This design comes from an exercise in tuning for a short achievable clock period and few clock cycles per item on the open sky130 flow, not from production work.
Function was checked by simulation only, so behaviour that the tests miss may differ from the original.
Power and IR drop assume default switching activity.

File: run.sh
#!/bin/bash
# synth_recipe.tcl (not shown) runs the flow's synth.tcl, then flattens the netlist and writes it again
# the make line also repeats each setting of config.mk as NAME=value (left out here)
make -C /OpenROAD-flow-scripts/flow DESIGN_CONFIG=/design/flow/config.mk WORK_HOME=/design/flow/orfs CLKGATE_MAP_FILE= SYNTH_SCRIPT=/design/flow/synth_recipe.tcl finish
File: design.v
module alu(op1,op2,alu_op,zero,result);
    parameter [3:0]ALUOP_AND        = 4'b0000,  
                   ALUOP_OR         = 4'b0001,  
                   ALUOP_ADD        = 4'b0010,  
                   ALUOP_SUB        = 4'b0110,  
                   ALUOP_LESS       = 4'b0100,  
                   ALUOP_SHIFTR     = 4'b1000,  
                   ALUOP_SHIFTL     = 4'b1001,  
                   ALUOP_AR_SHIFTR  = 4'b1010,  
                   ALUOP_XOR        = 4'b0101;  
    output zero;
    output reg[31:0]result;
    input [31:0] op1,op2;
    input [3:0]alu_op;
    always @(*) begin
        case (alu_op)
            ALUOP_AND:      result = op1 & op2;
            ALUOP_OR:       result = op1 | op2;
            ALUOP_ADD:      result = op1 + op2;
            ALUOP_SUB:      result = op1 - op2;
            ALUOP_LESS:     result = ($signed(op1) < $signed(op2)) ? 32'b1 : 32'b0;
            ALUOP_SHIFTR:   result = op1 >> op2[4:0];
            ALUOP_SHIFTL:   result = op1 << op2[4:0];
            ALUOP_AR_SHIFTR: result = $signed(op1) >>> op2[4:0];
            ALUOP_XOR:      result = op1 ^ op2;
            default:        result = 32'b0;
        endcase
    end    
    assign zero = (result == 0) ? 1'b1 : 1'b0;
endmodule
module regfile (clk,readReg1,readReg2,writeReg,writeData,write,readData1,readData2);
    parameter DATAWIDTH = 32;
    input clk,write;
    input[4:0] readReg1,readReg2,writeReg;
    input[DATAWIDTH-1:0] writeData;
    output reg[DATAWIDTH-1:0] readData1,readData2;
    reg[DATAWIDTH-1:0] registers [31:0]; 
    always @(posedge clk)
        begin
            if(write && readReg1 == writeReg)begin
                registers[writeReg] <= writeData;
                readData1 <= writeData;
                readData2 <= registers[readReg2];
            end
            else if(write && readReg2 == writeReg)begin
                registers[writeReg] <= writeData;
                readData1 <= registers[readReg1];
                readData2 <= writeData;
            end
            else if(write)begin
                registers[writeReg] <= writeData;
                readData1 <= registers[readReg1];
                readData2 <= registers[readReg2];
            end
            else begin
                readData1 <= registers[readReg1];
                readData2 <= registers[readReg2];
            end
        end
endmodule
module datapath (clk,rst,instr,PCSrc,ALUSrc,RegWrite,MemToReg,ALUCtrl,
                loadPC,PC,Zero,dAddress,dWriteData,dReadData,WriteBackData);
    parameter INITIAL_PC = 32'h00400000;
    parameter instr_Rtype = 7'b0110011,
              instr_Itype = 7'b0010011,
              instr_Stype = 7'b0100011,
              instr_Btype = 7'b1100011;
    input clk,rst,PCSrc,ALUSrc,RegWrite,MemToReg,loadPC;
    input[31:0] instr,dReadData;
    input[3:0] ALUCtrl;
    output Zero;
    output[31:0] dAddress,dWriteData,WriteBackData;
    output reg[31:0] PC;
    wire[4:0] rs1,rs2,rd;
    wire[6:0] opcode;
    wire[31:0] read_data1,read_data2,ext_imm,alu_result,op2_alu;
    wire[11:0] imm;
    wire[31:0] branch_offset;
    always@(posedge clk)begin
        if(rst)
            PC <= INITIAL_PC; 
        else if(loadPC && PCSrc)
            PC <= PC + branch_offset  ; 
        else if(loadPC)
            PC <= PC + 4;
    end
    assign opcode = instr[6:0];
    assign rd = instr[11:7];
    assign rs1 = instr[19:15];
    assign rs2 = instr[24:20];
    assign imm = (opcode == instr_Stype) ? {instr[31:25],instr[11:7]} :
                 (opcode == instr_Itype || opcode == 7'b0000011) ? instr[31:20] :
                 (opcode == instr_Btype) ? {instr[31],instr[7],instr[30:25],instr[11:8]}:
                 12'b0;
    assign ext_imm = {{20{imm[11]}}, imm};
    assign branch_offset = ext_imm << 1;
    regfile regfile(.clk(clk),
               .readReg1(rs1),
               .readReg2(rs2),
               .writeReg(rd),
               .writeData(WriteBackData),
               .write(RegWrite),
               .readData1(read_data1),
               .readData2(read_data2));
    assign op2_alu = (ALUSrc == 0) ? read_data2 : ext_imm;
    alu alu(.op1(read_data1),
           .op2(op2_alu),
           .alu_op(ALUCtrl),
           .zero(Zero),
           .result(alu_result));
    assign dAddress = alu_result;
    assign dWriteData = read_data2;
    assign WriteBackData = (MemToReg == 0) ? alu_result : dReadData;
endmodule
module top_proc(clk,rst,instr,dReadData,PC,dAddress,dWriteData,MemRead,MemWrite,WriteBackData,RegWrite);
    parameter INITIAL_PC = 32'h00400000;
    parameter IF = 3'b000,
              ID = 3'b001,
              EX = 3'b010,
              MEM = 3'b100,
              WB = 3'b101;
    reg[2:0] current_state,next_state; 
    input clk,rst;
    input[31:0] instr,dReadData;
    output MemRead,MemWrite,RegWrite;
    output[31:0] PC,dAddress,dWriteData,WriteBackData;
    reg loadPC,RegWrite,MemToReg,MemRead,MemWrite,PCSrc;
    wire[3:0] ALUCtrl;
    wire ALUSrc;
    wire[4:0] rs1,rs2,rd;
    wire[2:0] funct3;
    wire[6:0] funct7;
    wire[6:0] opcode;
    wire zero;
    always@(posedge clk) 
        begin : STATE_MEMORY
            if(rst)
                current_state <= IF;
            else
                current_state <= next_state;
        end
    always@(*)
        begin : NEXT_STATE_LOGIC
            case (current_state)
                IF : next_state = ID;
                ID : next_state = EX;
                EX : next_state = MEM;
                MEM : next_state = WB;
                WB : next_state = IF; 
                default : next_state = IF;
            endcase
        end
    always @(*) 
        begin : OUTPUT_LOGIC
            loadPC = 0;
            RegWrite = 0;
            MemToReg = 0;
            MemRead = 0;
            MemWrite = 0;
            PCSrc = 0;
            case (current_state)
                MEM :begin
                        if(opcode == 7'b0000011)
                            MemRead = 1;
                        else if(opcode == 7'b0100011)
                            MemWrite = 1;
                        PCSrc =  (opcode == 7'b1100011 && funct3 == 3'b000 && zero == 1'b1) ? 1'b1:
                                  1'b0;
                     end 
                WB :begin 
                        loadPC = 1;
                        if(!(opcode == 7'b0100011 && funct3 == 3'b010)&&
                           !(opcode == 7'b1100011 && funct3 == 3'b000))
                                RegWrite = 1;
                        if(opcode == 7'b0000011 && funct3 == 3'b010)
                            MemToReg = 1;
                        PCSrc =  (opcode == 7'b1100011 && funct3 == 3'b000 && zero == 1'b1) ? 1'b1:
                                  1'b0;
                    end
                default : ;
            endcase
        end
    assign opcode = instr[6:0];
    assign rd = instr[11:7];
    assign funct3 = instr[14:12];
    assign rs1 = instr[19:15];
    assign rs2 = instr[24:20];
    assign funct7 = instr[31:25];
    assign ALUCtrl = (funct3 == 3'b111 && 
                     (opcode == 7'b0010011 || (opcode == 7'b0110011 && funct7 == 7'b0000000))) ? 4'b0000:  
                     (funct3 == 3'b110 &&
                     (opcode == 7'b0010011 || (opcode == 7'b0110011 && funct7 == 7'b0000000))) ? 4'b0001:  
                     (funct3 == 3'b000 &&  
                     (opcode == 7'b0010011 || (opcode == 7'b0110011 && funct7 == 7'b0000000))) ? 4'b0010:  
                     (funct3 == 3'b000 &&
                     (opcode == 7'b1100011 || (opcode == 7'b0110011 && funct7 == 7'b0100000))) ? 4'b0110:  
                     (funct3 == 3'b010 &&
                     (opcode == 7'b0010011 || (opcode == 7'b0110011 && funct7 == 7'b0000000))) ? 4'b0100:  
                     (funct3 == 3'b101 && funct7 == 7'b0000000 &&
                     (opcode == 7'b0010011 || opcode == 7'b0110011)) ? 4'b1000:  
                     (funct3 == 3'b001 && funct7 == 7'b0000000 &&
                     (opcode == 7'b0010011 || opcode == 7'b0110011)) ? 4'b1001:  
                     (funct3 == 3'b101 && funct7 == 7'b0100000 &&
                     (opcode == 7'b0010011 || opcode == 7'b0110011)) ? 4'b1010:  
                     (funct3 == 3'b100  &&
                     (opcode == 7'b0010011 || (opcode == 7'b0110011 && funct7 == 7'b0000000))) ? 4'b0101:  
                     (funct3 == 3'b010 &&
                     (opcode == 7'b0000011 || opcode == 7'b0100011)) ? 4'b0010:  
                     4'b1111;
    assign ALUSrc = (opcode == 7'b0000011 ||
                     opcode == 7'b0100011 ||
                     opcode == 7'b0010011) ? 1'b1:
                    1'b0;
    datapath #(INITIAL_PC) datapath (
                .clk(clk),
                .rst(rst),
                .instr(instr),
                .PCSrc(PCSrc),
                .ALUSrc(ALUSrc),
                .RegWrite(RegWrite),
                .MemToReg(MemToReg),
                .ALUCtrl(ALUCtrl),
                .loadPC(loadPC),
                .PC(PC),
                .Zero(zero),
                .dAddress(dAddress),
                .dReadData(dReadData),
                .dWriteData(dWriteData),
                .WriteBackData(WriteBackData));
endmodule
File: constraint.sdc
create_clock -name core_clock -period 12.0 [get_ports {clk}]
set_input_delay 2.4000 -clock core_clock [delete_from_list [all_inputs] [get_ports {clk}]]
set_output_delay 2.4000 -clock core_clock [all_outputs]
set_load 0.01 [all_outputs]
File: config.mk
export PLATFORM = sky130hd
export DESIGN_NAME = top_proc
export DESIGN_NICKNAME = top_proc
export VERILOG_FILES = /design/flow/design.v
export SDC_FILE = /design/flow/constraint.sdc
export NUM_CORES = 4
export LEC_CHECK = 0
export CAP_MARGIN = 20
export CORE_MARGIN = 2
export CORE_UTILIZATION = 40
export SLEW_MARGIN = 20
==> run_results.csv <==
group,metric,value,unit
timing,max_slew_margin,0.144,
worst_setup_path,worstPathRequired,9.60,ns
drt,drtPass1Iterations,10,
worst_setup_path,r2r_slack,2.66,ns
timing,setup_viol,0,
yosys,syn_area,0.0652,mm²
yosys,synth_edf_count,1024,
pwr,power_leakage,26.2,nW
yosys,syn-num-nets,5279,
pwr,power_density,134,mW/mm²
drt,vias,51600,
floorplanning,start_util,0.402,
clock_tree,cts_hold_buf,0,
clock_tree,cts_root_buf,"clkbuf_16",
floorplanning,dieArea,0.166,mm²
global_routing,grt_pass1_vias,49800,
pwr,power,9.89,mW
drt,drcViolationCount,0,
timing,fin_skew,0.0558,ns
global_routing,grt-ovfl-total,0,
yosys,synth.avg_cell_area,12.8,µm²
timing,hold_violations,0,
timing,fmax,84.4,MHz
global_routing,grt_start_max_net_pins,83,
hold_path,holdCritPathClass,"reg -> reg",
final_layout,fin_util,0.455,
yosys,ys.flop_type,"edfxtp_1",
place,dp_hpwl,188000,µm
final_layout,instances_no_fill,7500,
floorplanning,num_rows,148,
worst_setup_path,worstPathMaxFanout,19,
timing,final_max_slew_viol_count,0,
worst_setup_path,worstSetupStartpointType,"input port",
place,gp_congestion,1.06,
global_routing,grtUsageTotal,0.327,
status,outcome,"complete, no violations",
clock_tree,post_cts_buffers,0,
timing,rsz0062_at_grt,"no",
timing,fin_crit_sh,0.988,
floorplanning,die_h,408,µm
yosys,yosys_register_bits,1095,
final_layout,layout_common_cells,"edfxtp_1 (1024), mux4_2 (437), mux2i_1 (425)",
place,portBuffers,195,
drt,route.final.wire_length,279000,µm
drt,avgRoutedWirePerCell,37.2,µm
floorplanning,die_x,408,µm
timing,finalSetupTns,0,ns
yosys,synthArstFlopShare,0,
clock_tree,clock_sinks,1095,
floorplanning,fp.coreArea,0.162,mm²
final_layout,fin_nets,5426,
global_routing,grt_pass1_wl,388000,µm
clock_tree,numCtsBuffers,108,
timing,fin_crit,11.85,ns
clock_tree,h-tree-depth,3,
worst_setup_path,cp.arrival,9.45,ns
place,place_area,0.0702,mm²
clock_tree,clockBufferDepth,3,
worst_setup_path,endpoint_kind,"output port",
drt,first_iter_violations,8411,
clock_tree,clk_pin_slew_worst_paths,0.07,ns
worst_setup_path,timing_worst_setup_path_type,"in -> out",
clock_tree,cts_tree,"done",
timing,worst_pin_slew,1.28,ns
final_layout,final_common_cell,"edfxtp_1",
yosys,ys_seq_area_frac,0.494,
global_routing,antenna_found_initial,7,
drt,drtAntennaViolNets,0,
yosys,ys_types,108,
yosys,syn_inst,5084,
drt,viasPerCell,6.88,
place,dp.cells,7296,
yosys,yosys_warnings,4,
floorplanning,ios,197,
pwr,peakVddDrop,0.000115,V
job,cap_violations,0,
final_layout,stdcell_area,0.0738,mm²
final_layout,final_layout_size_suffix_gt1_frac,0.191,
final_layout,area.growth.synth_to_final,13.2,%
clock_tree,clock_latency,0.77,ns
-- cell families (layout without fill, tap and decap cells) --
group,count (synthesis),after routing,share of synthesized area
multiplexers,899,899,0.223
other,1,5,0.0000575
adder cells (fa/ha/maj),131,131,0.0254
AND/OR/NAND/NOR,1233,1233,0.0929
XOR/XNOR,50,50,0.00672
buffers and inverters,516,753,0.0358
AO/OA/AOI/OAI,1159,1159,0.123
flip-flops,1095,1095,0.494
-- power by group --
group / internal (mW) / switching (mW)
Sequential: 4.29 / 0.0537
Combinational: 0.693 / 1.38
Clock: 1.96 / 1.51
Total: 6.95 / 2.95
-- metrics by stage --
stage | hold slack, ns | worst slack (ns)
2_1_floorplan | 0.471 | 0.872
3_3_place_gp | 0.493 | 0.335
3_5_place_dp | 0.504 | 0.170
4_1_cts | 0.513 | 0.145
5_1_grt | 0.561 | 0.0269
6_report | 0.513 | 0.146
-- critical path: stages --
cell and delay, ns:
clkdlybuf4s50_1 0.47, nand4bb_1 0.54, nor3_4 0.58, buf_4 0.32, and2_1 0.24, buf_4 0.33
a21oi_1 0.14, ha_1 0.46, inv_1 0.14, nor2_1 0.22, nand2_1 0.12, or4_1 0.45
a211oi_1 0.64, o31ai_1 0.25, a31oi_1 0.24, a221oi_1 0.12, o21ai_0 0.35, nor2_1 0.12
nor2_2 0.63, clkdlybuf4s50_1 0.68
-- flip-flops by register name, indices dropped and copies added, names as in the netlist, named ones only --
| register | cells |
|---|---|
| datapath.PC | 31 |
| current_state | 3 |
| datapath.regfile.registers | 1024 |
| datapath.regfile.readData2 | 32 |
-- Yosys cell counts, drive strengths merged (12+ instances only) --
master	n	area share
o31ai	22	0.0025
mux2i	427	0.066
nor2	368	0.021
nand3	151	0.012
o2111ai	18	0.0024
o21a	15	0.0017
and3	38	0.0036
mux2	35	0.0060
nand2	283	0.016
nor2b	32	0.0031
inv	127	0.0073
o21bai	17	0.0020
xnor2	37	0.0050
dfxtp	71	0.022
o21ai	187	0.014
a21o	66	0.0076
mux4	437	0.15
and2	25	0.0024
o211ai	52	0.0060
nand4	39	0.0039
a21oi	201	0.015
xor2	13	0.0017
nand2b	34	0.0033
a221o	14	0.0022
a2111oi	16	0.0023
a22oi	138	0.016
or2	21	0.0020
nor3b	12	0.0015
a221oi	26	0.0040
ha	126	0.024
o22ai	103	0.010
a31oi	56	0.0055
edfxtp	1024	0.47
buf	187	0.017
a22o	32	0.0043
o311ai	14	0.0019
nor4	45	0.0049
clkbuf	201	0.012
or3	25	0.0024
a211o	12	0.0016
a211oi	47	0.0056
o221ai	28	0.0038
nor3	91	0.0070
-- layout make-up --
type                            count  area [µm²]
Fill cell                       14500       88400
Sequential cell                  1095       32200
Multi-Input combinational cell   3473       31100
Timing Repair Buffer              425        3700
Clock buffer                      137        2930
Tap cell                         2175        2720
Clock inverter                     63         641
Inverter                          128         480
Antenna cell                        4        10.0
-- what timing repair did --
action,CTS,global route
endpoints found under the hold margin,0,0
endpoints found under the setup margin,0,5
gates resized for setup,0,1
-- metal layers --
layer | part of all wire | vias to the layer above | GRT usage
met5 | 0.000086 | - | 0
met4 | 0.069 | 4 | 0.189
met3 | 0.12 | 879 | 0.0876
met2 | 0.44 | 3849 | 0.499
met1 | 0.37 | 26100 | 0.421
li1 | - | 20800 | -
-- path summary, 6_finish.rpt --
check                                         end             start  cells past startpoint
worst max-delay path            WriteBackData[27]          instr[2]                     20
worst min-delay path             current_state[1]  current_state[2]                      1
worst max register to register    datapath.PC[24]              flop                     26
worst min register to register   current_state[1]  current_state[2]                      1
Testbench counts, summed over its fixed seeds: cycles 125,162, instrs 25,042.

-- what the ideal ports hide --
How much do the figures lean on ideal ports? The routed layout below was timed once more, with nothing changed but the port constraints.
Step 1 sets driving cells, clkbuf_16 on the clock port and buf_2 on the other inputs (assumed; they add their load-dependent delay and slew).
Step 2 times the ports against the registers' clock, not the clock port: input delays grow and output delays shrink by t, the midpoint of the rising clock arrivals with the driver on.
Slacks: no drivers / after step 1 / after step 2; pairs: no drivers / after step 1.
t (ns): 0.824
slack for setup (ns): 0.146 / 0.125 / 0.125
hold slack, ns: 0.513 / 0.513 / 0.513
worst setup path after step 2: input to output
After both steps setup and hold are still met in this run. The setup slack of this run moves by -0.021 ns with the drivers and by -0.021 ns with both steps.
